This is an optimization exercise on Yosys and OpenROAD, whose aim is small area, not a production implementation.
Where RTL was checked, it was by simulation tests only, not by an equivalence proof against the original.
For runs 4 and 5, only the layout was checked, not whether the RTL still works.

**design.v**
```verilog
module main(in, op, apply, tail, valid, empty, clk, reset);
    input clk, reset, apply;
    input [7:0] in;
    input [2:0] op;
    output [7:0] tail;
    output reg valid;
    output empty;
    reg [7:0] t, f0, f1, f2, f3;
    reg [2:0] sz;
    wire n0  = ~sz[2] & ~sz[0];    
    wire n1  = ~sz[1] &  sz[0];
    wire n2  = ~sz[2] &  sz[1];
    wire n3  =  sz[2] &  sz[0];
    wire n4  =  sz[1] & ~sz[0];
    wire n5  =  sz[2] & ~sz[1];
    wire le1 = ~sz[2] & ~sz[1];
    wire le2 = ~sz[2];
    wire le3 = ~sz[2] |  sz[0];
    wire two =  sz[2] |  sz[1];    
    wire [2:0] sz_up = {sz[1:0], ~sz[2]};
    wire [2:0] sz_dn = {~sz[0], sz[2:1]};
    assign tail = t;
    assign empty = n0;
    wire [7:0] a = f0;                         
    wire [7:0] b = n2 ? t : f1;                
    wire is_add = (op == 3'd2);
    wire is_mul = (op == 3'd3);
    wire is_sub = (op == 3'd4);
    wire is_quo = (op == 3'd5);
    wire is_rem = (op == 3'd6);
    wire is_div = is_quo | is_rem;
    wire [7:0] hz;
    assign hz[0] = 1'b1;
    assign hz[1] = hz[0] & ~a[7];
    assign hz[2] = hz[1] & ~a[6];
    assign hz[3] = hz[2] & ~a[5];
    assign hz[4] = hz[3] & ~a[4];
    assign hz[5] = hz[4] & ~a[3];
    assign hz[6] = hz[5] & ~a[2];
    assign hz[7] = hz[6] & ~a[1];
    wire [7:0] quo;
    wire [0:0] d7_x, d7_y, d7_s, d7_r;
    wire [1:0] d7_c;
    assign d7_x = b[7];
    assign d7_y = ~a[0:0];
    assign d7_c[1] = d7_x[0] | ~a[0];
    assign quo[7] = d7_c[1] & hz[7];
    assign d7_s[0] = 1'b0;   
    assign d7_r[0] = d7_x[0] ^ (quo[7] & a[0]);
    wire [1:0] d6_x, d6_y, d6_s, d6_r;
    wire [2:0] d6_c;
    assign d6_x = {d7_r, b[6]};
    assign d6_y = ~a[1:0];
    assign d6_c[1] = d6_x[0] | ~a[0];
    assign d6_c[2] = (d6_x[1] ^ d6_y[1]) ? d6_c[1] : d6_x[1];
    assign d6_s[1] = 1'b0;   
    assign quo[6] = d6_c[2] & hz[6];
    assign d6_s[0] = 1'b0;   
    assign d6_r[0] = d6_x[0] ^ (quo[6] & a[0]);
    assign d6_r[1:1] = d6_x[1:1] ^ ({1{quo[6]}} & (d6_y[1:1] ^ d6_c[1:1]));
    wire [2:0] d5_x, d5_y, d5_s, d5_r;
    wire [3:0] d5_c;
    assign d5_x = {d6_r, b[5]};
    assign d5_y = ~a[2:0];
    assign d5_c[1] = d5_x[0] | ~a[0];
    assign d5_c[2] = (d5_x[1] ^ d5_y[1]) ? d5_c[1] : d5_x[1];
    assign d5_s[1] = 1'b0;   
    assign d5_c[3] = (d5_x[2] ^ d5_y[2]) ? d5_c[2] : d5_x[2];
    assign d5_s[2] = 1'b0;   
    assign quo[5] = d5_c[3] & hz[5];
    assign d5_s[0] = 1'b0;   
    assign d5_r[0] = d5_x[0] ^ (quo[5] & a[0]);
    assign d5_r[2:1] = d5_x[2:1] ^ ({2{quo[5]}} & (d5_y[2:1] ^ d5_c[2:1]));
    wire [3:0] d4_x, d4_y, d4_s, d4_r;
    wire [4:0] d4_c;
    assign d4_x = {d5_r, b[4]};
    assign d4_y = ~a[3:0];
    assign d4_c[1] = d4_x[0] | ~a[0];
    assign d4_s[1] = d4_x[1] ^ d4_y[1] ^ d4_c[1];
    assign d4_c[2] = (d4_x[1] & d4_y[1]) | (d4_c[1] & (d4_x[1] ^ d4_y[1]));
    assign d4_s[2] = d4_x[2] ^ d4_y[2] ^ d4_c[2];
    assign d4_c[3] = (d4_x[2] & d4_y[2]) | (d4_c[2] & (d4_x[2] ^ d4_y[2]));
    assign d4_s[3] = d4_x[3] ^ d4_y[3] ^ d4_c[3];
    assign d4_c[4] = (d4_x[3] & d4_y[3]) | (d4_c[3] & (d4_x[3] ^ d4_y[3]));
    assign quo[4] = d4_c[4] & hz[4];
    assign d4_s[0] = 1'b0;   
    assign d4_r[0] = d4_x[0] ^ (quo[4] & a[0]);
    assign d4_r[3:1] = quo[4] ? d4_s[3:1] : d4_x[3:1];
    wire [4:0] d3_x, d3_y, d3_s, d3_r;
    wire [5:0] d3_c;
    assign d3_x = {d4_r, b[3]};
    assign d3_y = ~a[4:0];
    assign d3_c[1] = d3_x[0] | ~a[0];
    assign d3_s[1] = d3_x[1] ^ d3_y[1] ^ d3_c[1];
    assign d3_c[2] = (d3_x[1] & d3_y[1]) | (d3_c[1] & (d3_x[1] ^ d3_y[1]));
    assign d3_s[2] = d3_x[2] ^ d3_y[2] ^ d3_c[2];
    assign d3_c[3] = (d3_x[2] & d3_y[2]) | (d3_c[2] & (d3_x[2] ^ d3_y[2]));
    assign d3_s[3] = d3_x[3] ^ d3_y[3] ^ d3_c[3];
    assign d3_c[4] = (d3_x[3] & d3_y[3]) | (d3_c[3] & (d3_x[3] ^ d3_y[3]));
    assign d3_s[4] = d3_x[4] ^ d3_y[4] ^ d3_c[4];
    assign d3_c[5] = (d3_x[4] & d3_y[4]) | (d3_c[4] & (d3_x[4] ^ d3_y[4]));
    assign quo[3] = d3_c[5] & hz[3];
    assign d3_s[0] = 1'b0;   
    assign d3_r[0] = d3_x[0] ^ (quo[3] & a[0]);
    assign d3_r[4:1] = quo[3] ? d3_s[4:1] : d3_x[4:1];
    wire [5:0] d2_x, d2_y, d2_s, d2_r;
    wire [6:0] d2_c;
    assign d2_x = {d3_r, b[2]};
    assign d2_y = ~a[5:0];
    assign d2_c[1] = d2_x[0] | ~a[0];
    assign d2_s[1] = d2_x[1] ^ d2_y[1] ^ d2_c[1];
    assign d2_c[2] = (d2_x[1] & d2_y[1]) | (d2_c[1] & (d2_x[1] ^ d2_y[1]));
    assign d2_s[2] = d2_x[2] ^ d2_y[2] ^ d2_c[2];
    assign d2_c[3] = (d2_x[2] & d2_y[2]) | (d2_c[2] & (d2_x[2] ^ d2_y[2]));
    assign d2_s[3] = d2_x[3] ^ d2_y[3] ^ d2_c[3];
    assign d2_c[4] = (d2_x[3] & d2_y[3]) | (d2_c[3] & (d2_x[3] ^ d2_y[3]));
    assign d2_s[4] = d2_x[4] ^ d2_y[4] ^ d2_c[4];
    assign d2_c[5] = (d2_x[4] & d2_y[4]) | (d2_c[4] & (d2_x[4] ^ d2_y[4]));
    assign d2_s[5] = d2_x[5] ^ d2_y[5] ^ d2_c[5];
    assign d2_c[6] = (d2_x[5] & d2_y[5]) | (d2_c[5] & (d2_x[5] ^ d2_y[5]));
    assign quo[2] = d2_c[6] & hz[2];
    assign d2_s[0] = 1'b0;   
    assign d2_r[0] = d2_x[0] ^ (quo[2] & a[0]);
    assign d2_r[5:1] = quo[2] ? d2_s[5:1] : d2_x[5:1];
    wire [6:0] d1_x, d1_y, d1_s, d1_r;
    wire [7:0] d1_c;
    assign d1_x = {d2_r, b[1]};
    assign d1_y = ~a[6:0];
    assign d1_c[1] = d1_x[0] | ~a[0];
    assign d1_s[1] = d1_x[1] ^ d1_y[1] ^ d1_c[1];
    assign d1_c[2] = (d1_x[1] & d1_y[1]) | (d1_c[1] & (d1_x[1] ^ d1_y[1]));
    assign d1_s[2] = d1_x[2] ^ d1_y[2] ^ d1_c[2];
    assign d1_c[3] = (d1_x[2] & d1_y[2]) | (d1_c[2] & (d1_x[2] ^ d1_y[2]));
    assign d1_s[3] = d1_x[3] ^ d1_y[3] ^ d1_c[3];
    assign d1_c[4] = (d1_x[3] & d1_y[3]) | (d1_c[3] & (d1_x[3] ^ d1_y[3]));
    assign d1_s[4] = d1_x[4] ^ d1_y[4] ^ d1_c[4];
    assign d1_c[5] = (d1_x[4] & d1_y[4]) | (d1_c[4] & (d1_x[4] ^ d1_y[4]));
    assign d1_s[5] = d1_x[5] ^ d1_y[5] ^ d1_c[5];
    assign d1_c[6] = (d1_x[5] & d1_y[5]) | (d1_c[5] & (d1_x[5] ^ d1_y[5]));
    assign d1_s[6] = d1_x[6] ^ d1_y[6] ^ d1_c[6];
    assign d1_c[7] = (d1_x[6] & d1_y[6]) | (d1_c[6] & (d1_x[6] ^ d1_y[6]));
    assign quo[1] = d1_c[7] & hz[1];
    assign d1_s[0] = 1'b0;   
    assign d1_r[0] = d1_x[0] ^ (quo[1] & a[0]);
    assign d1_r[6:1] = quo[1] ? d1_s[6:1] : d1_x[6:1];
    wire [7:0] d0_x, d0_y, d0_s, d0_r;
    wire [8:0] d0_c;
    assign d0_x = {d1_r, b[0]};
    assign d0_y = ~a[7:0];
    assign d0_c[1] = d0_x[0] | ~a[0];
    assign d0_c[2] = (d0_x[1] ^ d0_y[1]) ? d0_c[1] : d0_x[1];
    assign d0_s[1] = 1'b0;   
    assign d0_c[3] = (d0_x[2] ^ d0_y[2]) ? d0_c[2] : d0_x[2];
    assign d0_s[2] = 1'b0;   
    assign d0_c[4] = (d0_x[3] ^ d0_y[3]) ? d0_c[3] : d0_x[3];
    assign d0_s[3] = 1'b0;   
    assign d0_c[5] = (d0_x[4] ^ d0_y[4]) ? d0_c[4] : d0_x[4];
    assign d0_s[4] = 1'b0;   
    assign d0_c[6] = (d0_x[5] ^ d0_y[5]) ? d0_c[5] : d0_x[5];
    assign d0_s[5] = 1'b0;   
    assign d0_c[7] = (d0_x[6] ^ d0_y[6]) ? d0_c[6] : d0_x[6];
    assign d0_s[6] = 1'b0;   
    assign d0_c[8] = (d0_x[7] ^ d0_y[7]) ? d0_c[7] : d0_x[7];
    assign d0_s[7] = 1'b0;   
    assign quo[0] = d0_c[8] & hz[0];
    assign d0_s[0] = 1'b0;   
    assign d0_r[0] = d0_x[0] ^ (quo[0] & a[0]);
    assign d0_r[7:1] = d0_x[7:1] ^ ({7{quo[0]}} & (d0_y[7:1] ^ d0_c[7:1]));
    wire [0:0] m7_r;
    assign m7_r = a[0] & b[7];
    wire [1:0] m6_r;
    wire [1:0] m6_s;
    wire [2:0] m6_c;
    assign m6_s[0] = a[0] & b[6];
    assign m6_c[1] = 1'b0;
    assign m6_s[1] = m7_r[0] ^ (a[1] & b[6]) ^ m6_c[1];
    assign m6_c[2] = (m7_r[0] & (a[1] & b[6])) | (m6_c[1] & (m7_r[0] ^ (a[1] & b[6])));
    assign m6_r = m6_s;
    wire [2:0] m5_r;
    wire [2:0] m5_s;
    wire [3:0] m5_c;
    assign m5_s[0] = a[0] & b[5];
    assign m5_c[1] = 1'b0;
    assign m5_s[1] = m6_r[0] ^ (a[1] & b[5]) ^ m5_c[1];
    assign m5_c[2] = (m6_r[0] & (a[1] & b[5])) | (m5_c[1] & (m6_r[0] ^ (a[1] & b[5])));
    assign m5_s[2] = m6_r[1] ^ (a[2] & b[5]) ^ m5_c[2];
    assign m5_c[3] = (m6_r[1] & (a[2] & b[5])) | (m5_c[2] & (m6_r[1] ^ (a[2] & b[5])));
    assign m5_r = m5_s;
    wire [3:0] m4_r;
    wire [3:0] m4_s;
    wire [4:0] m4_c;
    assign m4_s[0] = a[0] & b[4];
    assign m4_c[1] = 1'b0;
    assign m4_s[1] = m5_r[0] ^ (a[1] & b[4]) ^ m4_c[1];
    assign m4_c[2] = (m5_r[0] & (a[1] & b[4])) | (m4_c[1] & (m5_r[0] ^ (a[1] & b[4])));
    assign m4_s[2] = m5_r[1] ^ (a[2] & b[4]) ^ m4_c[2];
    assign m4_c[3] = (m5_r[1] & (a[2] & b[4])) | (m4_c[2] & (m5_r[1] ^ (a[2] & b[4])));
    assign m4_s[3] = m5_r[2] ^ (a[3] & b[4]) ^ m4_c[3];
    assign m4_c[4] = (m5_r[2] & (a[3] & b[4])) | (m4_c[3] & (m5_r[2] ^ (a[3] & b[4])));
    assign m4_r = m4_s;
    wire [4:0] m3_r;
    wire [4:0] m3_s;
    wire [5:0] m3_c;
    assign m3_s[0] = a[0] & b[3];
    assign m3_c[1] = 1'b0;
    assign m3_s[1] = m4_r[0] ^ (a[1] & b[3]) ^ m3_c[1];
    assign m3_c[2] = (m4_r[0] & (a[1] & b[3])) | (m3_c[1] & (m4_r[0] ^ (a[1] & b[3])));
    assign m3_s[2] = m4_r[1] ^ (a[2] & b[3]) ^ m3_c[2];
    assign m3_c[3] = (m4_r[1] & (a[2] & b[3])) | (m3_c[2] & (m4_r[1] ^ (a[2] & b[3])));
    assign m3_s[3] = m4_r[2] ^ (a[3] & b[3]) ^ m3_c[3];
    assign m3_c[4] = (m4_r[2] & (a[3] & b[3])) | (m3_c[3] & (m4_r[2] ^ (a[3] & b[3])));
    assign m3_s[4] = m4_r[3] ^ (a[4] & b[3]) ^ m3_c[4];
    assign m3_c[5] = (m4_r[3] & (a[4] & b[3])) | (m3_c[4] & (m4_r[3] ^ (a[4] & b[3])));
    assign m3_r = m3_s;
    wire [5:0] m2_r;
    wire [5:0] m2_s;
    wire [6:0] m2_c;
    assign m2_s[0] = a[0] & b[2];
    assign m2_c[1] = 1'b0;
    assign m2_s[1] = m3_r[0] ^ (a[1] & b[2]) ^ m2_c[1];
    assign m2_c[2] = (m3_r[0] & (a[1] & b[2])) | (m2_c[1] & (m3_r[0] ^ (a[1] & b[2])));
    assign m2_s[2] = m3_r[1] ^ (a[2] & b[2]) ^ m2_c[2];
    assign m2_c[3] = (m3_r[1] & (a[2] & b[2])) | (m2_c[2] & (m3_r[1] ^ (a[2] & b[2])));
    assign m2_s[3] = m3_r[2] ^ (a[3] & b[2]) ^ m2_c[3];
    assign m2_c[4] = (m3_r[2] & (a[3] & b[2])) | (m2_c[3] & (m3_r[2] ^ (a[3] & b[2])));
    assign m2_s[4] = m3_r[3] ^ (a[4] & b[2]) ^ m2_c[4];
    assign m2_c[5] = (m3_r[3] & (a[4] & b[2])) | (m2_c[4] & (m3_r[3] ^ (a[4] & b[2])));
    assign m2_s[5] = m3_r[4] ^ (a[5] & b[2]) ^ m2_c[5];
    assign m2_c[6] = (m3_r[4] & (a[5] & b[2])) | (m2_c[5] & (m3_r[4] ^ (a[5] & b[2])));
    assign m2_r = m2_s;
    wire [6:0] m1_r;
    wire [6:0] m1_s;
    wire [7:0] m1_c;
    assign m1_s[0] = a[0] & b[1];
    assign m1_c[1] = 1'b0;
    assign m1_s[1] = m2_r[0] ^ (a[1] & b[1]) ^ m1_c[1];
    assign m1_c[2] = (m2_r[0] & (a[1] & b[1])) | (m1_c[1] & (m2_r[0] ^ (a[1] & b[1])));
    assign m1_s[2] = m2_r[1] ^ (a[2] & b[1]) ^ m1_c[2];
    assign m1_c[3] = (m2_r[1] & (a[2] & b[1])) | (m1_c[2] & (m2_r[1] ^ (a[2] & b[1])));
    assign m1_s[3] = m2_r[2] ^ (a[3] & b[1]) ^ m1_c[3];
    assign m1_c[4] = (m2_r[2] & (a[3] & b[1])) | (m1_c[3] & (m2_r[2] ^ (a[3] & b[1])));
    assign m1_s[4] = m2_r[3] ^ (a[4] & b[1]) ^ m1_c[4];
    assign m1_c[5] = (m2_r[3] & (a[4] & b[1])) | (m1_c[4] & (m2_r[3] ^ (a[4] & b[1])));
    assign m1_s[5] = m2_r[4] ^ (a[5] & b[1]) ^ m1_c[5];
    assign m1_c[6] = (m2_r[4] & (a[5] & b[1])) | (m1_c[5] & (m2_r[4] ^ (a[5] & b[1])));
    assign m1_s[6] = m2_r[5] ^ (a[6] & b[1]) ^ m1_c[6];
    assign m1_c[7] = (m2_r[5] & (a[6] & b[1])) | (m1_c[6] & (m2_r[5] ^ (a[6] & b[1])));
    assign m1_r = m1_s;
    wire [7:0] m0_r;
    wire [7:0] m0_s;
    wire [8:0] m0_c;
    assign m0_s[0] = a[0] & b[0];
    assign m0_c[1] = 1'b0;
    assign m0_s[1] = m1_r[0] ^ (a[1] & b[0]) ^ m0_c[1];
    assign m0_c[2] = (m1_r[0] & (a[1] & b[0])) | (m0_c[1] & (m1_r[0] ^ (a[1] & b[0])));
    assign m0_s[2] = m1_r[1] ^ (a[2] & b[0]) ^ m0_c[2];
    assign m0_c[3] = (m1_r[1] & (a[2] & b[0])) | (m0_c[2] & (m1_r[1] ^ (a[2] & b[0])));
    assign m0_s[3] = m1_r[2] ^ (a[3] & b[0]) ^ m0_c[3];
    assign m0_c[4] = (m1_r[2] & (a[3] & b[0])) | (m0_c[3] & (m1_r[2] ^ (a[3] & b[0])));
    assign m0_s[4] = m1_r[3] ^ (a[4] & b[0]) ^ m0_c[4];
    assign m0_c[5] = (m1_r[3] & (a[4] & b[0])) | (m0_c[4] & (m1_r[3] ^ (a[4] & b[0])));
    assign m0_s[5] = m1_r[4] ^ (a[5] & b[0]) ^ m0_c[5];
    assign m0_c[6] = (m1_r[4] & (a[5] & b[0])) | (m0_c[5] & (m1_r[4] ^ (a[5] & b[0])));
    assign m0_s[6] = m1_r[5] ^ (a[6] & b[0]) ^ m0_c[6];
    assign m0_c[7] = (m1_r[5] & (a[6] & b[0])) | (m0_c[6] & (m1_r[5] ^ (a[6] & b[0])));
    assign m0_s[7] = m1_r[6] ^ (a[7] & b[0]) ^ m0_c[7];
    assign m0_c[8] = (m1_r[6] & (a[7] & b[0])) | (m0_c[7] & (m1_r[6] ^ (a[7] & b[0])));
    assign m0_r = m0_s;
    wire [7:0] prod = m0_r;
    wire [7:0] rem = d0_r;
    wire [7:0] as_s;
    wire [8:0] as_c;
    wire [7:0] as_y = a ^ {8{is_sub}};
    assign as_c[0] = is_sub;
    assign as_s[0] = b[0] ^ as_y[0] ^ as_c[0];
    assign as_c[1] = (b[0] & as_y[0]) | (as_c[0] & (b[0] ^ as_y[0]));
    assign as_s[1] = b[1] ^ as_y[1] ^ as_c[1];
    assign as_c[2] = (b[1] & as_y[1]) | (as_c[1] & (b[1] ^ as_y[1]));
    assign as_s[2] = b[2] ^ as_y[2] ^ as_c[2];
    assign as_c[3] = (b[2] & as_y[2]) | (as_c[2] & (b[2] ^ as_y[2]));
    assign as_s[3] = b[3] ^ as_y[3] ^ as_c[3];
    assign as_c[4] = (b[3] & as_y[3]) | (as_c[3] & (b[3] ^ as_y[3]));
    assign as_s[4] = b[4] ^ as_y[4] ^ as_c[4];
    assign as_c[5] = (b[4] & as_y[4]) | (as_c[4] & (b[4] ^ as_y[4]));
    assign as_s[5] = b[5] ^ as_y[5] ^ as_c[5];
    assign as_c[6] = (b[5] & as_y[5]) | (as_c[5] & (b[5] ^ as_y[5]));
    assign as_s[6] = b[6] ^ as_y[6] ^ as_c[6];
    assign as_c[7] = (b[6] & as_y[6]) | (as_c[6] & (b[6] ^ as_y[6]));
    assign as_s[7] = b[7] ^ as_y[7] ^ as_c[7];
    assign as_c[8] = (b[7] & as_y[7]) | (as_c[7] & (b[7] ^ as_y[7]));
    wire [7:0] as = as_s;
    wire is_as = is_add | is_sub;
    wire [7:0] res = ({8{is_quo}} & quo) | ({8{is_rem}} & rem) | ({8{is_mul}} & prod) | ({8{is_as}} & as);
    wire push = (op == 3'd0);
    wire pop  = (op == 3'd1);
    wire good = push ? ~n5 :
                pop  ? ~n0 :
                (op == 3'd7) ? 1'b0 :
                is_div ? (two & (a != 8'd0)) : two;
    wire ok = apply & good;
    wire [7:0] nv = push ? in : res;
    always @(posedge clk or posedge reset)
        if (reset) begin
            valid <= 1'b1;
            sz <= 3'd0;
        end else if (apply) begin
            if (!good) valid <= 1'b0;
            else sz <= push ? sz_up : sz_dn;
        end
    wire arith = ~push & ~pop;
    wire p_ok = ok & push, o_ok = ok & pop, r_ok = ok & arith;
    wire f0_f1 = o_ok, f0_f2 = r_ok & ~le3, f0_t = (p_ok & le1) | (r_ok & le3);
    wire f1_f2 = o_ok, f1_f3 = r_ok & n5, f1_t = (p_ok & le2) | (r_ok & ~n5);
    wire f2_f3 = o_ok, f2_t = (p_ok & le3) | r_ok;
    wire f3_t = ok & ~pop;
    wire t_in = p_ok, t_res = r_ok;
    wire f0_h = ~(f0_f1 | f0_f2 | f0_t);
    wire f1_h = ~(f1_f2 | f1_f3 | f1_t);
    wire f2_h = ~(f2_f3 | f2_t);
    wire f3_h = ~f3_t;
    wire t_h = ~(t_in | t_res);
    always @(posedge clk) begin
        f0 <= ({8{f0_h}} & f0) | ({8{f0_f1}} & f1) | ({8{f0_f2}} & f2) | ({8{f0_t}} & t);
        f1 <= ({8{f1_h}} & f1) | ({8{f1_f2}} & f2) | ({8{f1_f3}} & f3) | ({8{f1_t}} & t);
        f2 <= ({8{f2_h}} & f2) | ({8{f2_f3}} & f3) | ({8{f2_t}} & t);
        f3 <= ({8{f3_h}} & f3) | ({8{f3_t}} & t);
        t  <= ({8{t_h}} & t) | ({8{t_in}} & in) | ({8{t_res}} & res);
    end
endmodule
```
**flow/run.sh**
```bash
#!/bin/bash
# The standard layout (standard.sh: ORFS from synthesis to the final layout), with these
# changes, all made through ORFS's own variables:
#  - each port gets a sky130_fd_sc_hd__buf_1 as its buffer (buffer_ports -buffer_cell)
#    instead of the default clkdlybuf4s50_1;
#  - clock tree synthesis builds from clkbuf_4/clkbuf_8 and adds no dummy loads.
# Synthesis is the standard one, unchanged. The make output goes to standard.log in the
# work folder; ORFS's per-step logs stay under orfs/logs/.
set -euo pipefail
bash standard.sh synth > synth.log 2>&1
export BUFFER_PORTS_ARGS="-buffer_cell sky130_fd_sc_hd__buf_1"
export CTS_ARGS="-sink_clustering_enable -repair_clock_nets -dont_use_dummy_load -buf_list {sky130_fd_sc_hd__clkbuf_4 sky130_fd_sc_hd__clkbuf_8}"
bash standard.sh finish > standard.log 2>&1
```
**standard.sh**
```bash
#!/bin/bash
# synth_recipe.tcl (not shown) runs the flow's synth.tcl, then flattens the netlist and writes it again
# the make line also repeats each setting of config.mk as NAME=value (left out here)
make -C /OpenROAD-flow-scripts/flow DESIGN_CONFIG=/design/flow/config.mk WORK_HOME=/design/flow/orfs CLKGATE_MAP_FILE= SYNTH_SCRIPT=/design/flow/synth_recipe.tcl "${@:-finish}"
```
**config.mk**
```make
export PLATFORM = sky130hd
export DESIGN_NAME = main
export DESIGN_NICKNAME = main
export VERILOG_FILES = /design/flow/design.v
export SDC_FILE = /design/flow/constraint.sdc
export NUM_CORES = 4
export LEC_CHECK = 0
export CAP_MARGIN = 20
export CORE_MARGIN = 2
export CORE_UTILIZATION = 40
export SLEW_MARGIN = 20
```
**constraint.sdc**
```tcl
create_clock -name core_clock -period 15.0 [get_ports {clk}]
set_input_delay 3.0000 -clock core_clock [delete_from_list [all_inputs] [get_ports {clk}]]
set_output_delay 3.0000 -clock core_clock [all_outputs]
set_load 0.01 [all_outputs]
```
==> key figures, run 1 <==
Run status
  • Status: timing/DRC/antenna clean

Die
  • I/O pins: 24
  • Chip height: 109.7 microns
  • Rows: 38
  • DIE AREA: 0.01203 sq mm
  • Starting density of the core: 41.03%
  • Floorplan core area: 0.01089 sq mm
  • Die width: 109.7 microns

Cells and area
  • Share of cells above drive strength 1: 6.310%
  • Antenna diodes: 0
  • Commonest non-fill, non-tap cell in the layout: nor2_1
  • Nets: 586
  • P&R area growth vs syn: 5.714%
  • Most frequent cells in the layout: 68 x nor2_1, 46 x nand2_1, 39 x fa_1
  • Post-route cell area: 0.004722 sq mm

Synthesis
  • Adder-cell share of the synthesized area: 20.98%
  • EDFF count, synth: 8
  • Mapped Cells: 518
  • Post-synthesis xor/xnor area fraction: 6.863%
  • Unique masters post-synth: 63
  • Largest family of logic cells by synthesized area: compound AO/OA/AOI/OAI gates
  • Synth Flop Type: dfxtp_1
  • Syn Std Cell Area: 0.004467 sq mm
  • Post-Synth Simple-Gate Area: 18.18%
  • Synthesized area per cell: 8.623 sq um
  • Synth Area in Compound Gates: 22.18%
  • Mux contribution to synthesized area: 3.922%
  • Sequential area share after synthesis: 21.99%
  • Yosys reg bits: 44
  • Async S/R FF share, synth: 9.091%
  • Syn Nets: 579
  • Synth warn: 1

Setup path
  • CP Max Fanout: 12
  • CP peak stage delay: 0.59 ns
  • Crit path kind: flip-flop to flip-flop
  • FF-to-FF path depth: 47
  • Crit-path slowest cell: nor2b_2
  • Crit end category: flip-flop
  • Delay-heaviest family, CP: adder cells
  • CP Depth: 47
  • Critical Path RT: 15.14 ns
  • Crit path DAT: 14.20 ns
  • CP Launch Type: flip-flop
  • Cell mode on critical path: fa_1
  • Buf/Inv on CP: 4

Routing
  • Routed wire per std cell: 19.45 microns
  • Remaining antenna violation count: 0
  • Initial DRC Count: 336
  • Vias: 3943
  • DRT Wirelength: 12900 microns
  • Drc violations: 0
  • Vias per cell: 5.947
  • Initial DRT Pass Iterations: 5

CTS
  • Clock Path Buffers: 2
  • Resize count post-CTS: 0
  • Setup bufs post-CTS: 0
  • H-tree depth: 2
  • CTS tree: yes
  • CTS buffer count: 5
  • Clock sink count: 44
  • Clk root buf: clkbuf_8
  • Hold_buf cts: 0
  • Worst-Skew Late Latency: 0.30 ns
  • Clock-pin slew on the worst setup and hold paths: 0.07 ns

Timing
  • Setup TNS: 0 ns
  • Max Clk Rate: 71.13 MHz
  • Slew Viols, Final: 0
  • Final hold viol count: 0
  • Unrepaired setup endpoints after global routing: false
  • Final-report setup violation count: 0
  • Clk_skew: 0.02113 ns
  • Worst-Margin Slew: 0.8247 ns
  • Relative slew margins: 44.65%
  • Minimum clock period: 14.06 ns
  • Period utilization: 93.73%

Min path
  • Min-delay worst type: flip-flop to flip-flop
  • Hold Path Depth: 1

GRT
  • Remaining global-route overflow: 0
  • Largest net degree at the start of global routing: 26
  • Gr usage total: 22.70%
  • Initial antenna violation count: 0
  • Vias in the first global route: 3943
  • First-pass GRT wire length: 20970 microns

Placement
  • Number of port buffers: 23
  • Post-DP HPWL: 9972 microns
  • Routability congestion estimate: 0.9479
  • Placed Area: 0.004649 sq mm

Run
  • Max Cap Viol: 0
-- metal layers --
metal / vias to the layer above / GRT usage, % / part of all wire [%]
li1: 1856 / - / -
met1: 1907 / 30.01 / 44
met2: 142 / 37.79 / 47
met3: 38 / 2.430 / 5.4
met4: 0 / 9.403 / 3.9
met5: - / 0 / 0
-- path summary, 6_finish.rpt --
kind / slack, ns / to / from
worst max-delay path: 0.94 / t[2] / sz[1]
worst min-delay path: 0.46 / valid / valid
worst max register to register: 0.94 / t[2] / sz[1]
worst min register to register: 0.46 / valid / valid
max in group asynchronous: 12.21 / valid / reset
min in group asynchronous: 2.56 / sz[0] / reset
-- Yosys cell counts (8+ instances only) --
master,number,area (sq um)
a21oi_1,17,85.08
a221o_1,26,260.3
a22o_1,17,148.9
clkbuf_1,23,86.33
dfxtp_1,32,640.6
edfxtp_1,8,240.2
fa_1,39,780.8
ha_1,8,100.1
inv_1,36,135.1
nand2_1,46,172.7
nor2_1,68,255.2
nor2b_1,12,75.07
nor3_1,12,60.06
o21ai_0,17,85.08
xnor2_1,31,271.5
-- metrics by stage --
| step | utilization (%) | hold slack, ns | worst slack, ns | instances |
|---|---|---|---|---|
| finish | 43.37 | 0.4620 | 0.9406 | 663 |
| global route | 43.37 | 0.4702 | 0.1118 | 663 |
| CTS | 43.33 | 0.4639 | 0.8447 | 663 |
| detailed placement | 42.70 | 0.4541 | 0.8880 | 658 |
| global placement | 42.70 | 0.4439 | 1.460 | 658 |
| floorplan | - | 0.4661 | 2.281 | 518 |
-- layout make-up --
class,instances,area (sq um)
inverters,41,155.1
well taps,140,175.2
flip-flops and latches,44,982.2
repair buffers,26,108.9
clock buffers,5,68.82
fillers,1115,6166
multi-input cells,407,3232
-- cells by family (layout without fill, tap and decap cells) --
family / Yosys count / after routing
compound gates: 129 / 129
xor+xnor: 35 / 35
fa+ha+maj: 52 / 52
buf+inv: 67 / 72
flops: 44 / 44
mux: 15 / 15
simple gates: 176 / 176
==> inputs of run 2 (changes only) <==
--- a/design.v
+++ b/design.v
@@ -249,20 +249,23 @@
     wire [7:0] m0_r;
-    wire [7:0] m0_s;
+    wire [7:0] m0_x = is_mul ? {m1_r, 1'b0} : b;
+    wire [7:0] m0_y = is_mul ? (a & {8{b[0]}}) : (a ^ {8{is_sub}});
     wire [8:0] m0_c;
-    assign m0_s[0] = a[0] & b[0];
-    assign m0_c[1] = 1'b0;
-    assign m0_s[1] = m1_r[0] ^ (a[1] & b[0]) ^ m0_c[1];
-    assign m0_c[2] = (m1_r[0] & (a[1] & b[0])) | (m0_c[1] & (m1_r[0] ^ (a[1] & b[0])));
-    assign m0_s[2] = m1_r[1] ^ (a[2] & b[0]) ^ m0_c[2];
-    assign m0_c[3] = (m1_r[1] & (a[2] & b[0])) | (m0_c[2] & (m1_r[1] ^ (a[2] & b[0])));
-    assign m0_s[3] = m1_r[2] ^ (a[3] & b[0]) ^ m0_c[3];
-    assign m0_c[4] = (m1_r[2] & (a[3] & b[0])) | (m0_c[3] & (m1_r[2] ^ (a[3] & b[0])));
-    assign m0_s[4] = m1_r[3] ^ (a[4] & b[0]) ^ m0_c[4];
-    assign m0_c[5] = (m1_r[3] & (a[4] & b[0])) | (m0_c[4] & (m1_r[3] ^ (a[4] & b[0])));
-    assign m0_s[5] = m1_r[4] ^ (a[5] & b[0]) ^ m0_c[5];
-    assign m0_c[6] = (m1_r[4] & (a[5] & b[0])) | (m0_c[5] & (m1_r[4] ^ (a[5] & b[0])));
-    assign m0_s[6] = m1_r[5] ^ (a[6] & b[0]) ^ m0_c[6];
-    assign m0_c[7] = (m1_r[5] & (a[6] & b[0])) | (m0_c[6] & (m1_r[5] ^ (a[6] & b[0])));
-    assign m0_s[7] = m1_r[6] ^ (a[7] & b[0]) ^ m0_c[7];
-    assign m0_c[8] = (m1_r[6] & (a[7] & b[0])) | (m0_c[7] & (m1_r[6] ^ (a[7] & b[0])));
+    wire [7:0] m0_s;
+    assign m0_c[0] = ~is_mul & is_sub;
+    assign m0_s[0] = m0_x[0] ^ m0_y[0] ^ m0_c[0];
+    assign m0_c[1] = (m0_x[0] & m0_y[0]) | (m0_c[0] & (m0_x[0] ^ m0_y[0]));
+    assign m0_s[1] = m0_x[1] ^ m0_y[1] ^ m0_c[1];
+    assign m0_c[2] = (m0_x[1] & m0_y[1]) | (m0_c[1] & (m0_x[1] ^ m0_y[1]));
+    assign m0_s[2] = m0_x[2] ^ m0_y[2] ^ m0_c[2];
+    assign m0_c[3] = (m0_x[2] & m0_y[2]) | (m0_c[2] & (m0_x[2] ^ m0_y[2]));
+    assign m0_s[3] = m0_x[3] ^ m0_y[3] ^ m0_c[3];
+    assign m0_c[4] = (m0_x[3] & m0_y[3]) | (m0_c[3] & (m0_x[3] ^ m0_y[3]));
+    assign m0_s[4] = m0_x[4] ^ m0_y[4] ^ m0_c[4];
+    assign m0_c[5] = (m0_x[4] & m0_y[4]) | (m0_c[4] & (m0_x[4] ^ m0_y[4]));
+    assign m0_s[5] = m0_x[5] ^ m0_y[5] ^ m0_c[5];
+    assign m0_c[6] = (m0_x[5] & m0_y[5]) | (m0_c[5] & (m0_x[5] ^ m0_y[5]));
+    assign m0_s[6] = m0_x[6] ^ m0_y[6] ^ m0_c[6];
+    assign m0_c[7] = (m0_x[6] & m0_y[6]) | (m0_c[6] & (m0_x[6] ^ m0_y[6]));
+    assign m0_s[7] = m0_x[7] ^ m0_y[7] ^ m0_c[7];
+    assign m0_c[8] = (m0_x[7] & m0_y[7]) | (m0_c[7] & (m0_x[7] ^ m0_y[7]));
     assign m0_r = m0_s;
@@ -270,23 +273,3 @@
     wire [7:0] rem = d0_r;
-    wire [7:0] as_s;
-    wire [8:0] as_c;
-    wire [7:0] as_y = a ^ {8{is_sub}};
-    assign as_c[0] = is_sub;
-    assign as_s[0] = b[0] ^ as_y[0] ^ as_c[0];
-    assign as_c[1] = (b[0] & as_y[0]) | (as_c[0] & (b[0] ^ as_y[0]));
-    assign as_s[1] = b[1] ^ as_y[1] ^ as_c[1];
-    assign as_c[2] = (b[1] & as_y[1]) | (as_c[1] & (b[1] ^ as_y[1]));
-    assign as_s[2] = b[2] ^ as_y[2] ^ as_c[2];
-    assign as_c[3] = (b[2] & as_y[2]) | (as_c[2] & (b[2] ^ as_y[2]));
-    assign as_s[3] = b[3] ^ as_y[3] ^ as_c[3];
-    assign as_c[4] = (b[3] & as_y[3]) | (as_c[3] & (b[3] ^ as_y[3]));
-    assign as_s[4] = b[4] ^ as_y[4] ^ as_c[4];
-    assign as_c[5] = (b[4] & as_y[4]) | (as_c[4] & (b[4] ^ as_y[4]));
-    assign as_s[5] = b[5] ^ as_y[5] ^ as_c[5];
-    assign as_c[6] = (b[5] & as_y[5]) | (as_c[5] & (b[5] ^ as_y[5]));
-    assign as_s[6] = b[6] ^ as_y[6] ^ as_c[6];
-    assign as_c[7] = (b[6] & as_y[6]) | (as_c[6] & (b[6] ^ as_y[6]));
-    assign as_s[7] = b[7] ^ as_y[7] ^ as_c[7];
-    assign as_c[8] = (b[7] & as_y[7]) | (as_c[7] & (b[7] ^ as_y[7]));
-    wire [7:0] as = as_s;
+    wire [7:0] as = m0_r;
     wire is_as = is_add | is_sub;
--- a/flow/run.sh
+++ b/flow/run.sh
@@ -5,3 +5,4 @@
 #    instead of the default clkdlybuf4s50_1;
-#  - clock tree synthesis builds from clkbuf_4/clkbuf_8 and adds no dummy loads.
+#  - clock tree synthesis runs with these arguments (CTS_ARGS), adding no dummy loads:
+#    -sink_clustering_enable -sink_clustering_size 50 -sink_clustering_max_diameter 1000 -repair_clock_nets -dont_use_dummy_load -buf_list {sky130_fd_sc_hd__clkbuf_8}
 # Synthesis is the standard one, unchanged. The make output goes to standard.log in the
@@ -11,3 +12,3 @@
 export BUFFER_PORTS_ARGS="-buffer_cell sky130_fd_sc_hd__buf_1"
-export CTS_ARGS="-sink_clustering_enable -repair_clock_nets -dont_use_dummy_load -buf_list {sky130_fd_sc_hd__clkbuf_4 sky130_fd_sc_hd__clkbuf_8}"
+export CTS_ARGS="-sink_clustering_enable -sink_clustering_size 50 -sink_clustering_max_diameter 1000 -repair_clock_nets -dont_use_dummy_load -buf_list {sky130_fd_sc_hd__clkbuf_8}"
 bash standard.sh finish > standard.log 2>&1
==> key figures, run 2 <==
Die
  • Die width: 108.1 microns
  • Starting density of the core: 40.54%
  • I/O pins: 24
  • Floorplan core area: 0.01070 sq mm
  • DIE AREA: 0.01169 sq mm
  • Chip height: 108.1 microns
  • Rows: 38

GRT
  • Vias in the first global route: 3826
  • Initial antenna violation count: 0
  • First-pass GRT wire length: 20420 microns
  • Largest net degree at the start of global routing: 28
  • Gr usage total: 22.33%
  • Remaining global-route overflow: 0

Synthesis
  • Synth Flop Type: dfxtp_1
  • Yosys reg bits: 44
  • Syn Std Cell Area: 0.004337 sq mm
  • Yosys top cell by area: fa_1
  • Top cells by count, synth: 90 x nand2_1, 57 x nor2_1, 35 x fa_1, 32 x dfxtp_1, 31 x inv_1
  • EDFF count, synth: 8
  • Cell with the most instances after synthesis: nand2_1
  • Sequential area share after synthesis: 22.65%
  • Synth top area share: 16.16%
  • Mapped Cells: 530
  • Synth area leaders: fa_1 16%, dfxtp_1 15%, nand2_1 7.8%
  • Unique masters post-synth: 71
  • Async S/R FF share, synth: 9.091%
  • Synth warn: 1
  • Synthesized area per cell: 8.182 sq um
  • Syn Nets: 584

Setup path
  • Critical Path End: t[1]
  • Critical Path RT: 15.17 ns
  • CP peak stage delay: 0.57 ns
  • R2r startpoint: sz[2]
  • Crit end category: flip-flop
  • Cell mode on critical path: fa_1
  • Setup crit start: sz[2]
  • FF-to-FF path depth: 47
  • R2r setup slk: 0.96 ns
  • CP Launch Type: flip-flop
  • CP Max Fanout: 16
  • R2r endpoint: t[1]
  • Crit path kind: flip-flop to flip-flop
  • Crit path DAT: 14.21 ns
  • Crit-path slowest cell: dfrtp_1

Timing
  • Max Clk Rate: 71.22 MHz
  • Clk_skew: 0.01274 ns
  • Relative slew margins: 27.64%
  • Worst-Margin Slew: 1.074 ns
  • Final hold viol count: 0
  • Minimum clock period: 14.04 ns
  • Final-report setup violation count: 0
  • Slew Viols, Final: 0
  • Period utilization: 93.60%
  • Unrepaired setup endpoints after global routing: false
  • Setup TNS: 0 ns

CTS
  • CTS tree: yes
  • Clock Path Buffers: 2
  • Hold_buf cts: 0
  • H-tree depth: 2
  • Clk root buf: clkbuf_8
  • Clock sink count: 44
  • Clock-pin slew on the worst setup and hold paths: 0.08 ns
  • Worst-Skew Late Latency: 0.29 ns
  • Resize count post-CTS: 0
  • Setup bufs post-CTS: 0
  • CTS buffer count: 5

Cells and area
  • Most frequent cells in the layout: 90 x nand2_1, 57 x nor2_1, 35 x fa_1
  • Finished Layout Cells: 674
  • Nets: 590
  • P&R area growth vs syn: 6.030%
  • Share of cells above drive strength 1: 5.805%
  • Commonest non-fill, non-tap cell in the layout: nand2_1
  • Antenna diodes: 0

Routing
  • Met3 wire len: 941 microns
  • Initial DRT Pass Iterations: 6
  • Met2 routed WL: 5821 microns
  • Vias: 4065
  • Routed wire per std cell: 18.88 microns
  • Vias per cell: 6.031
  • Wire length on met1: 5770 microns
  • DRT Wirelength: 12720 microns
  • Remaining antenna violation count: 0
  • Drc violations: 0
  • Highest routed layer: met4
  • Initial DRC Count: 524

Placement
  • Post-DP HPWL: 9773 microns
  • Number of port buffers: 23
  • Placed cells: 669
  • Routability congestion estimate: 0.9385

Run status
  • Status: timing/DRC/antenna clean

Run
  • Max Cap Viol: 0

Min path
  • Min-delay worst type: flip-flop to flip-flop
==> run 2: cell count changes in the layout (fill, tap and decap cells not counted), moves of 10 or more <==
cell      before  now
nor2b_1       12    0
a22o_1        17    3
nand2_1       46   90
a222oi_1       1   16
nor2_1        68   57
a22oi_1        2   12
a221o_1       26    3
a21oi_1       17   27
==> run 2: critical path, delay by kind of cell (launching register included) <==
family | cells | cell delay [ns]
fa+ha+maj | 21 | 7.11
simple gates | 11 | 2.81
compound gates | 6 | 1.97
xor+xnor | 4 | 0.80
flops | 1 | 0.57
mux | 1 | 0.36
buf+inv | 4 | 0.28
==> run 2: worst min-delay path by stage <==
stage / from / end / cells after the start
after floorplan: f1[3] / f1[3] / 2
after global placement: f2[0] / f2[0] / 2
after detailed placement: f1[3] / f1[3] / 2
after CTS: f2[7] / f2[7] / 2
after global routing: f2[0] / f2[0] / 2
final: f2[7] / f2[7] / 2
==> run 2: logic make-up after synthesis <==
kind of cell    count (synthesis)  synth area share [%]
flops                          44                 22.65
compound gates                130                 21.41
fa+ha+maj                      45                 18.84
mux                            15                 4.097
simple gates                  204                 21.38
xor+xnor                       31                 6.261
buf+inv                        61                 5.366
==> run 2: metrics by stage <==
stage	utilization (%)	worst slack, ns	area (sq um)	hold WS, ns
2_1_floorplan	-	2.176	4337	0.4344
3_3_place_gp	42.25	1.386	4519	0.4545
3_5_place_dp	42.25	1.066	4519	0.4582
4_1_cts	42.89	0.9763	4588	0.4709
5_1_grt	42.98	0.03934	4598	0.4917
6_report	42.98	0.9597	4598	0.4695
==> run 2: per-layer routing <==
layer	up-vias	track usage, %
met5	-	0
met4	0	4.853
met3	15	2.471
met2	166	35.31
met1	1998	32.88
li1	1886	-
==> run 2: final cells by class <==
| class | instances | area, sq um |
|---|---|---|
| inverter | 33 | 123.9 |
| fill | 1078 | 6100 |
| clock buffer | 5 | 68.82 |
| multi-input combinational | 425 | 3132 |
| sequential | 44 | 982.2 |
| tap | 140 | 175.2 |
| timing repair buffer | 27 | 116.4 |
==> inputs of run 3 (changes only) <==
==> flow/run.sh (replaced) <==
#!/bin/bash
# The standard layout (standard.sh: ORFS from synthesis to the final layout), with these
# changes, all made through ORFS's own variables:
#  - each port gets a sky130_fd_sc_hd__buf_1 as its buffer (buffer_ports -buffer_cell)
#    instead of the default clkdlybuf4s50_1;
#  - clock tree synthesis builds from clkbuf_4/clkbuf_8 and adds no dummy loads.
# Synthesis is the standard one, unchanged. The make output goes to standard.log in the
# work folder; ORFS's per-step logs stay under orfs/logs/.
set -euo pipefail
bash standard.sh synth > synth.log 2>&1
export BUFFER_PORTS_ARGS="-buffer_cell sky130_fd_sc_hd__buf_1"
export CTS_ARGS="-sink_clustering_enable -repair_clock_nets -dont_use_dummy_load -buf_list {sky130_fd_sc_hd__clkbuf_4 sky130_fd_sc_hd__clkbuf_8}"
bash standard.sh finish > standard.log 2>&1
==> key figures, run 3 <==
Run status
  • Status: timing/DRC/antenna clean

Timing
  • Setup TNS: 0 ns
  • Slew Viols, Final: 0
  • Final hold viol count: 0
  • Period utilization: 93.60%
  • Relative slew margins: 27.64%
  • Max Clk Rate: 71.22 MHz
  • Clk_skew: 0.01274 ns
  • Worst-Margin Slew: 1.074 ns
  • Final-report setup violation count: 0
  • Unrepaired setup endpoints after global routing: false
  • Minimum clock period: 14.04 ns

Synthesis
  • Cell with the most instances after synthesis: nand2_1
  • Top cells by count, synth: 90 x nand2_1, 57 x nor2_1, 35 x fa_1, 32 x dfxtp_1, 31 x inv_1
  • Mapped Cells: 530
  • Synth area leaders: fa_1 16%, dfxtp_1 15%, nand2_1 7.8%
  • Syn Std Cell Area: 0.004337 sq mm
  • Largest family of logic cells by synthesized area: compound AO/OA/AOI/OAI gates
  • Post-synthesis xor/xnor area fraction: 6.261%
  • Synth top area share: 16.16%
  • Synth Flop Type: dfxtp_1
  • Mux contribution to synthesized area: 4.097%
  • Yosys top cell by area: fa_1
  • Async S/R FF share, synth: 9.091%
  • Synth Area in Compound Gates: 21.41%
  • EDFF count, synth: 8
  • Adder-cell share of the synthesized area: 18.84%
  • Syn Nets: 584
  • Post-Synth Simple-Gate Area: 21.38%
  • Synth warn: 1
  • Synthesized area per cell: 8.182 sq um
  • Sequential area share after synthesis: 22.65%
  • Unique masters post-synth: 71
  • Yosys reg bits: 44

Die
  • Chip height: 108.1 microns
  • Rows: 38
  • Starting density of the core: 40.54%
  • DIE AREA: 0.01169 sq mm
  • Floorplan core area: 0.01070 sq mm
  • I/O pins: 24
  • Die width: 108.1 microns

Min path
  • Hold Path Depth: 2
  • WHS Endpoint: f2[7]
  • Min-delay worst type: flip-flop to flip-flop
  • Worst min-delay path startpoint: f2[7]

Routing
  • Vias per cell: 6.031
  • Drc violations: 0
  • Initial DRT Pass Iterations: 6
  • DRT Wirelength: 12720 microns
  • Vias: 4065
  • Routed wire per std cell: 18.88 microns
  • Remaining antenna violation count: 0
  • Initial DRC Count: 524

Setup path
  • R2r endpoint: t[1]
  • R2r setup slk: 0.96 ns
  • CP Launch Type: flip-flop
  • Crit path kind: flip-flop to flip-flop
  • Crit-path slowest cell: dfrtp_1
  • Crit path DAT: 14.21 ns
  • Critical Path RT: 15.17 ns
  • FF-to-FF path depth: 47
  • Cell mode on critical path: fa_1
  • CP Max Fanout: 16
  • R2r startpoint: sz[2]
  • Crit end category: flip-flop
  • CP peak stage delay: 0.57 ns

Run
  • Max Cap Viol: 0

Cells and area
  • Commonest non-fill, non-tap cell in the layout: nand2_1
  • Fill cell total of the finished layout: 1078
  • Share of cells above drive strength 1: 5.805%
  • Finished Layout Cells: 674
  • Nets: 590
  • P&R area growth vs syn: 6.030%
  • Most frequent cells in the layout: 90 x nand2_1, 57 x nor2_1, 35 x fa_1
  • Antenna diodes: 0
  • Post-route cell area: 0.004598 sq mm

Placement
  • Routability congestion estimate: 0.9385
  • Placed Area: 0.004519 sq mm
  • Placed cells: 669
  • Number of port buffers: 23
  • Post-DP HPWL: 9773 microns

GRT
  • First-pass GRT wire length: 20420 microns
  • Largest net degree at the start of global routing: 28
  • Vias in the first global route: 3826
  • Remaining global-route overflow: 0
  • Initial antenna violation count: 0
  • Gr usage total: 22.33%

CTS
  • H-tree depth: 2
  • Hold_buf cts: 0
  • Setup bufs post-CTS: 0
  • Worst-Skew Late Latency: 0.29 ns
  • Clk root buf: clkbuf_8
  • CTS buffer count: 5
  • Clock Path Buffers: 2
  • Clock sink count: 44
  • CTS tree: yes
  • Resize count post-CTS: 0
  • Clock-pin slew on the worst setup and hold paths: 0.08 ns
-- run 3: cell counts after synthesis --
No cell type changed its count.
-- run 3: cell families (layout without fill, tap and decap cells) --
group	Yosys count	in the layout
XOR/XNOR	31	31
AND/OR/NAND/NOR	204	204
buffers and inverters	61	65
adder cells (fa/ha/maj)	45	45
AO/OA/AOI/OAI	130	130
multiplexers	15	15
flip-flops	44	44
-- run 3: stage by stage --
stage	hold slack [ns]	setup slack (ns)	util (%)
floorplan	0.4344	2.176	-
global placement	0.4545	1.386	42.25
detailed placement	0.4582	1.066	42.25
CTS	0.4709	0.9763	42.89
global route	0.4917	0.03934	42.98
finish	0.4695	0.9597	42.98
-- run 3: worst max-delay path: cells and delay by family, from the launching register on --
| kind | cells | cell delay, ns |
|---|---|---|
| compound gates | 6 | 1.97 |
| xor+xnor | 4 | 0.80 |
| fa+ha+maj | 21 | 7.11 |
| mux | 1 | 0.36 |
| flops | 1 | 0.57 |
| buf+inv | 4 | 0.28 |
| simple gates | 11 | 2.81 |
-- run 3: worst max-delay path by stage --
stage / from / to / slack [ns] / cells after the start
after floorplan: sz[2] / t[1] / 2.18 / 50
after global placement: sz[2] / t[1] / 1.39 / 47
after detailed placement: sz[2] / t[1] / 1.07 / 47
after CTS: sz[2] / t[1] / 0.98 / 47
after global routing: sz[2] / t[1] / 0.04 / 48
final: sz[2] / t[1] / 0.96 / 47
-- run 3: area by class of cell --
type,instances,area (sq um),share of cell area [%]
inverters,33,123.9,2.694
multi-input cells,425,3132,68.11
flip-flops and latches,44,982.2,21.36
clock buffers,5,68.82,1.497
repair buffers,27,116.4,2.531
well taps,140,175.2,3.810
-- run 3: metal layers --
metal	vias to the layer above	global-route usage [%]	part of all wire, %
met5	-	0	0
met4	0	4.853	1.5
met3	15	2.471	7.4
met2	166	35.31	46
met1	1998	32.88	45
li1	1886	-	-
==> inputs of run 4 (changes only) <==
--- a/design.v
+++ b/design.v
@@ -65,6 +65,6 @@
     assign d5_c[1] = d5_x[0] | ~a[0];
-    assign d5_c[2] = (d5_x[1] ^ d5_y[1]) ? d5_c[1] : d5_x[1];
-    assign d5_s[1] = 1'b0;   
-    assign d5_c[3] = (d5_x[2] ^ d5_y[2]) ? d5_c[2] : d5_x[2];
-    assign d5_s[2] = 1'b0;   
+    assign d5_s[1] = d5_x[1] ^ d5_y[1] ^ d5_c[1];
+    assign d5_c[2] = (d5_x[1] & d5_y[1]) | (d5_c[1] & (d5_x[1] ^ d5_y[1]));
+    assign d5_s[2] = d5_x[2] ^ d5_y[2] ^ d5_c[2];
+    assign d5_c[3] = (d5_x[2] & d5_y[2]) | (d5_c[2] & (d5_x[2] ^ d5_y[2]));
     assign quo[5] = d5_c[3] & hz[5];
@@ -72,3 +72,3 @@
     assign d5_r[0] = d5_x[0] ^ (quo[5] & a[0]);
-    assign d5_r[2:1] = d5_x[2:1] ^ ({2{quo[5]}} & (d5_y[2:1] ^ d5_c[2:1]));
+    assign d5_r[2:1] = quo[5] ? d5_s[2:1] : d5_x[2:1];
     wire [3:0] d4_x, d4_y, d4_s, d4_r;
--- a/config.mk
+++ b/config.mk
@@ -7,2 +7,3 @@
 export LEC_CHECK = 0
+export ABC_AREA = 1
 export CAP_MARGIN = 20
==> key figures, run 4 <==
Run status
  • Status: timing/DRC/antenna clean

Timing
  • Period utilization: 86.14%
  • Unrepaired setup endpoints after global routing: false
  • Final-report setup violation count: 0
  • Relative slew margins: 38.18%
  • Worst-Margin Slew: 0.9239 ns
  • Setup TNS: 0 ns
  • Clk_skew: 0.01085 ns
  • Minimum clock period: 12.92 ns
  • Slew Viols, Final: 0
  • Worst setup slack after layout: 2.078 ns
  • Final hold viol count: 0
  • Max Clk Rate: 77.39 MHz

CTS
  • H-tree depth: 2
  • CTS buffer count: 5
  • Clock sink count: 44
  • Clock-pin slew on the worst setup and hold paths: 0.08 ns
  • Hold_buf cts: 0
  • CTS tree: yes
  • Worst-Skew Late Latency: 0.29 ns
  • Resize count post-CTS: 0
  • Clk root buf: clkbuf_8
  • Setup bufs post-CTS: 0
  • Clock Path Buffers: 2

Synthesis
  • Synth Flop Type: dfxtp_1
  • Mapped Cells: 605
  • Yosys top cell by area: fa_1
  • Syn Std Cell Area: 0.004280 sq mm
  • Unique masters post-synth: 42
  • Synth top area share: 17.30%
  • Async S/R FF share, synth: 9.091%
  • EDFF count, synth: 8
  • Synth warn: 1
  • Syn Nets: 661
  • Synth area leaders: fa_1 17%, nand2_1 16%, dfxtp_1 15%
  • Yosys reg bits: 44
  • Sequential area share after synthesis: 22.95%
  • Cell with the most instances after synthesis: nand2_1
  • Synthesized area per cell: 7.075 sq um
  • Top cells by count, synth: 180 x nand2_1, 82 x inv_1, 53 x nand3_1, 48 x nor2_1, 37 x fa_1

GRT
  • Gr usage total: 22.81%
  • Remaining global-route overflow: 0
  • First-pass GRT wire length: 20680 microns
  • Initial antenna violation count: 0
  • Largest net degree at the start of global routing: 23
  • Vias in the first global route: 4154

Setup path
  • CP peak stage delay: 0.57 ns
  • Crit path kind: flip-flop to flip-flop
  • Crit path DAT: 13.11 ns
  • Critical Path RT: 15.19 ns
  • CP Max Fanout: 20
  • Cell mode on critical path: fa_1
  • Crit-path slowest cell: dfxtp_1
  • CP Launch Type: flip-flop
  • Crit end category: flip-flop

Placement
  • Routability congestion estimate: 0.9559
  • Post-DP HPWL: 9695 microns
  • Number of port buffers: 23
  • Pre-CTS setup slack: 2.160 ns
  • Placed Area: 0.004494 sq mm

Cells and area
  • Most frequent cells in the layout: 180 x nand2_1, 82 x inv_1, 53 x nand3_1
  • Commonest non-fill, non-tap cell in the layout: nand2_1
  • Fill cell total of the finished layout: 1129
  • Post-route cell area: 0.004563 sq mm
  • FF/Latch Area: 982.2 sq um
  • Nets: 683
  • P&R area growth vs syn: 6.606%
  • Share of cells above drive strength 1: 5.760%
  • Area taken by multi-input logic gates: 0.002910 sq mm
  • Antenna diodes: 0

Routing
  • Routed wire per std cell: 16.11 microns
  • Highest routed layer: met4
  • Initial DRC Count: 331
  • Vias per cell: 5.355
  • Drc violations: 0
  • Initial DRT Pass Iterations: 5
  • DRT Wirelength: 12260 microns
  • Met3 wire len: 723 microns
  • Vias: 4075
  • Remaining antenna violation count: 0
  • Wire length on met1: 5661 microns
  • Met2 routed WL: 5737 microns

Die
  • Rows: 37
  • I/O pins: 24
  • DIE AREA: 0.01154 sq mm
  • Die width: 107.4 microns
  • Floorplan core area: 0.01037 sq mm
  • Starting density of the core: 41.28%
  • Chip height: 107.4 microns

Run
  • Max Cap Viol: 0

Min path
  • Min-delay worst type: flip-flop to flip-flop
-- run 4: changes by cell type after synthesis, moves of 14 or more --
cell	before	now
a21oi_1	27	7
xor2_1	2	16
clkbuf_1	23	6
nand3_1	11	53
a222oi_1	16	0
xnor2_1	29	3
a22oi_1	12	26
nand2_1	90	180
inv_1	31	82
-- run 4: final timing paths --
kind                               to  startpoint  cells past startpoint  slack (ns)
worst min-delay path            f1[0]       f1[0]                      2        0.46
max in group asynchronous       valid       reset                      2       12.23
worst max-delay path             t[3]       f0[0]                     63        2.08
worst min register to register  f1[0]       f1[0]                      2        0.46
worst max register to register   t[3]       f0[0]                     63        2.08
min in group asynchronous       sz[1]       reset                      2        2.54
-- run 4: through the flow --
step / util, % / hold slack, ns / std cells
global route: 44.00 / 0.4927 / 761
detailed placement: 43.34 / 0.4518 / 756
floorplan: - / 0.4289 / 605
CTS: 44.00 / 0.4680 / 761
global placement: 43.34 / 0.4460 / 756
finish: 44.00 / 0.4647 / 761
-- run 4: logic make-up (layout without fill, tap and decap cells) --
logic type / Yosys count / after routing / synth area share [%]
AO/OA/AOI/OAI: 92 / 92 / 14.70
flip-flops: 44 / 44 / 22.95
adder cells (fa/ha/maj): 42 / 42 / 18.77
buffers and inverters: 99 / 119 / 9.062
AND/OR/NAND/NOR: 308 / 308 / 30.40
multiplexers: 1 / 1 / 0.2339
XOR/XNOR: 19 / 19 / 3.888
-- run 4: routing by layer --
metal / track usage (%) / up-vias
met5: 0 / -
met4: 5.128 / 0
met3: 3.995 / 18
met2: 37.34 / 127
met1: 31.56 / 1939
li1: - / 1991
-- run 4: area by class of cell --
| cell class | instances | area share [%] |
|---|---|---|
| repair buffers | 24 | 2.056 |
| clock buffers | 5 | 1.508 |
| flip-flops and latches | 44 | 21.52 |
| inverters | 90 | 7.403 |
| well taps | 136 | 3.729 |
| multi-input cells | 462 | 63.78 |
-- run 4: worst max-delay path, delay by kind of cell, from the launching register on --
family,cells,cell delay (ns)
AOI/OAI and AO/OA,3,0.80
and+or+nand+nor,28,3.01
adders and majority gates,19,6.49
DFF,1,0.57
xor gates and xnor gates,5,1.03
buffers and inverters,8,0.89
==> inputs of run 5 (changes only) <==
--- a/design.v
+++ b/design.v
@@ -110,12 +110,12 @@
     assign d2_c[1] = d2_x[0] | ~a[0];
-    assign d2_s[1] = d2_x[1] ^ d2_y[1] ^ d2_c[1];
-    assign d2_c[2] = (d2_x[1] & d2_y[1]) | (d2_c[1] & (d2_x[1] ^ d2_y[1]));
-    assign d2_s[2] = d2_x[2] ^ d2_y[2] ^ d2_c[2];
-    assign d2_c[3] = (d2_x[2] & d2_y[2]) | (d2_c[2] & (d2_x[2] ^ d2_y[2]));
-    assign d2_s[3] = d2_x[3] ^ d2_y[3] ^ d2_c[3];
-    assign d2_c[4] = (d2_x[3] & d2_y[3]) | (d2_c[3] & (d2_x[3] ^ d2_y[3]));
-    assign d2_s[4] = d2_x[4] ^ d2_y[4] ^ d2_c[4];
-    assign d2_c[5] = (d2_x[4] & d2_y[4]) | (d2_c[4] & (d2_x[4] ^ d2_y[4]));
-    assign d2_s[5] = d2_x[5] ^ d2_y[5] ^ d2_c[5];
-    assign d2_c[6] = (d2_x[5] & d2_y[5]) | (d2_c[5] & (d2_x[5] ^ d2_y[5]));
+    assign d2_c[2] = (d2_x[1] ^ d2_y[1]) ? d2_c[1] : d2_x[1];
+    assign d2_s[1] = 1'b0;   
+    assign d2_c[3] = (d2_x[2] ^ d2_y[2]) ? d2_c[2] : d2_x[2];
+    assign d2_s[2] = 1'b0;   
+    assign d2_c[4] = (d2_x[3] ^ d2_y[3]) ? d2_c[3] : d2_x[3];
+    assign d2_s[3] = 1'b0;   
+    assign d2_c[5] = (d2_x[4] ^ d2_y[4]) ? d2_c[4] : d2_x[4];
+    assign d2_s[4] = 1'b0;   
+    assign d2_c[6] = (d2_x[5] ^ d2_y[5]) ? d2_c[5] : d2_x[5];
+    assign d2_s[5] = 1'b0;   
     assign quo[2] = d2_c[6] & hz[2];
@@ -123,3 +123,3 @@
     assign d2_r[0] = d2_x[0] ^ (quo[2] & a[0]);
-    assign d2_r[5:1] = quo[2] ? d2_s[5:1] : d2_x[5:1];
+    assign d2_r[5:1] = d2_x[5:1] ^ ({5{quo[2]}} & (d2_y[5:1] ^ d2_c[5:1]));
     wire [6:0] d1_x, d1_y, d1_s, d1_r;
==> key figures, run 5 <==
CTS
  • Hold_buf cts: 0
  • Clock-pin slew on the worst setup and hold paths: 0.08 ns
  • Resize count post-CTS: 0
  • Setup bufs post-CTS: 0
  • Worst-Skew Late Latency: 0.29 ns
  • Clock sink count: 44
  • Clk root buf: clkbuf_8
  • CTS buffer count: 5
  • H-tree depth: 2
  • Clock Path Buffers: 2
  • CTS tree: yes

GRT
  • Remaining global-route overflow: 0
  • Gr usage total: 23.49%
  • First-pass GRT wire length: 21640 microns
  • Vias in the first global route: 4210
  • Largest net degree at the start of global routing: 20
  • Initial antenna violation count: 0

Synthesis
  • Async S/R FF share, synth: 9.091%
  • Synth area leaders: nand2_1 17%, dfxtp_1 15%, fa_1 15%
  • EDFF count, synth: 8
  • Top cells by count, synth: 204 x nand2_1, 65 x inv_1, 48 x nand3_1, 41 x nor2_1
  • Synth Flop Type: dfxtp_1
  • Mapped Cells: 630
  • Sequential area share after synthesis: 22.34%
  • Cell with the most instances after synthesis: nand2_1
  • Yosys top cell by area: nand2_1
  • Synth top area share: 17.42%
  • Syn Std Cell Area: 0.004397 sq mm
  • Synthesized area per cell: 6.979 sq um
  • Synth warn: 1
  • Yosys reg bits: 44
  • Syn Nets: 681
  • Unique masters post-synth: 46

Die
  • DIE AREA: 0.01185 sq mm
  • Starting density of the core: 40.74%
  • I/O pins: 24
  • Floorplan core area: 0.01079 sq mm
  • Die width: 108.8 microns
  • Rows: 38
  • Chip height: 108.8 microns

Routing
  • Remaining antenna violation count: 0
  • Initial DRT Pass Iterations: 5
  • Initial DRC Count: 396
  • Vias per cell: 5.535
  • Drc violations: 0
  • Vias: 4373
  • Routed wire per std cell: 16.46 microns
  • DRT Wirelength: 13010 microns

Timing
  • Final-report setup violation count: 0
  • Slew Viols, Final: 0
  • Relative slew margins: 38.73%
  • Worst-Margin Slew: 0.9156 ns
  • Max Clk Rate: 89.92 MHz
  • Setup TNS: 0 ns
  • Worst setup slack after layout: 3.879 ns
  • Period utilization: 74.14%
  • Minimum clock period: 11.12 ns
  • Unrepaired setup endpoints after global routing: false
  • Hold_ws: 0.4829 ns
  • Clk_skew: 0.01888 ns
  • Final hold viol count: 0

Cells and area
  • Core Util, Final: 43.47%
  • Most frequent cells in the layout: 204 x nand2_1, 65 x inv_1, 48 x nand3_1
  • Antenna diodes: 0
  • P&R area growth vs syn: 6.716%
  • Commonest non-fill, non-tap cell in the layout: nand2_1
  • Share of cells above drive strength 1: 8.308%
  • Nets: 703

Placement
  • Number of port buffers: 23
  • Post-DP HPWL: 10050 microns
  • Routability congestion estimate: 0.9566
  • Pre-CTS setup slack: 3.918 ns

Setup path
  • CP Launch Type: flip-flop
  • Critical Path RT: 15.19 ns
  • CP peak stage delay: 0.44 ns
  • CP Max Fanout: 15
  • Crit path kind: flip-flop to flip-flop
  • Crit path DAT: 11.31 ns
  • Crit-path slowest cell: fa_1
  • Cell mode on critical path: nand2_1
  • Crit end category: flip-flop

Run status
  • Status: timing/DRC/antenna clean

Run
  • Max Cap Viol: 0

Min path
  • Min-delay worst type: flip-flop to flip-flop
-- run 5: final cells by class --
type | instances | area [sq um]
clock buffer | 5 | 68.82
fill | 1115 | 6101
inverter | 75 | 281.5
multi-input combinational | 499 | 3068
sequential | 44 | 982.2
tap | 140 | 175.2
timing repair buffer | 27 | 116.4
-- run 5: worst paths after layout --
path	startpoint	end	slack [ns]	depth (start not counted)
worst max-delay path	f0[6]	t[0]	3.88	61
min in group asynchronous	reset	sz[2]	2.56	2
max in group asynchronous	reset	valid	12.21	2
worst min-delay path	f1[3]	f1[3]	0.48	2
worst max register to register	f0[6]	t[0]	3.88	61
worst min register to register	f1[3]	f1[3]	0.48	2
-- run 5: routing by layer --
| metal | up-vias | global-route usage, % | share of wire, % |
|---|---|---|---|
| met4 | 0 | 5.769 | 1.5 |
| met1 | 2082 | 32.81 | 46 |
| li1 | 2120 | - | - |
| met5 | - | 0 | 0 |
| met3 | 18 | 2.391 | 5.9 |
| met2 | 153 | 39.06 | 46 |
-- run 5: metrics by stage --
step	area, sq um	instances
2_1_floorplan	4397	630
3_3_place_gp	4623	785
3_5_place_dp	4623	785
4_1_cts	4692	790
5_1_grt	4692	790
6_report	4692	790
-- run 5: logic make-up (layout without fill, tap and decap cells) --
| family | after synthesis | after routing | share of synthesized area [%] |
|---|---|---|---|
| simple gates | 344 | 344 | 34.92 |
| compound gates | 100 | 100 | 15.28 |
| fa+ha+maj | 37 | 37 | 15.99 |
| flops | 44 | 44 | 22.34 |
| buf+inv | 87 | 107 | 7.882 |
| xor+xnor | 18 | 18 | 3.586 |
-- run 5: critical path: cells and delay by family (launching register included) --
kind                     cells  cell delay, ns
XOR/XNOR                     1            0.22
AO/OA/AOI/OAI                3            0.52
flip-flops                   1            0.38
adder cells (fa/ha/maj)     15            5.19
buffers and inverters        5            0.37
AND/OR/NAND/NOR             37            4.33

-- port drivers added, routing unchanged --
Ports are ideal in the flow. The routed layouts listed here were re-timed in OpenROAD.
Step 1 sets driving cells, clkbuf_16 on the clock port and buf_2 on the other inputs (assumed; they add their load-dependent delay and slew).
Step 2 moves the port delays by t, midway between the first and last clock arrival at a register: inputs arrive t later, outputs are due t later. That takes back most of the time a late clock gives input paths.
Three values: no drivers, after step 1, after step 2; two values: the first two.
| run | t (ns) | slack for setup (ns) | worst setup path at the end | worst slew at a driven data input, ns |
|---|---|---|---|---|
| run 1 | 0.315 | 0.941 / 0.941 / 0.941 | register to register | 0.03 |
| run 2 | 0.309 | 0.960 / 0.960 / 0.960 | register to register | 0.03 |
| run 3 | 0.309 | 0.960 / 0.960 / 0.960 | register to register | 0.03 |
| run 4 | 0.320 | 2.078 / 2.078 / 2.078 | register to register | 0.04 |
| run 5 | 0.315 | 3.879 / 3.879 / 3.879 | register to register | 0.04 |
After both steps setup and hold are still met in every run listed.
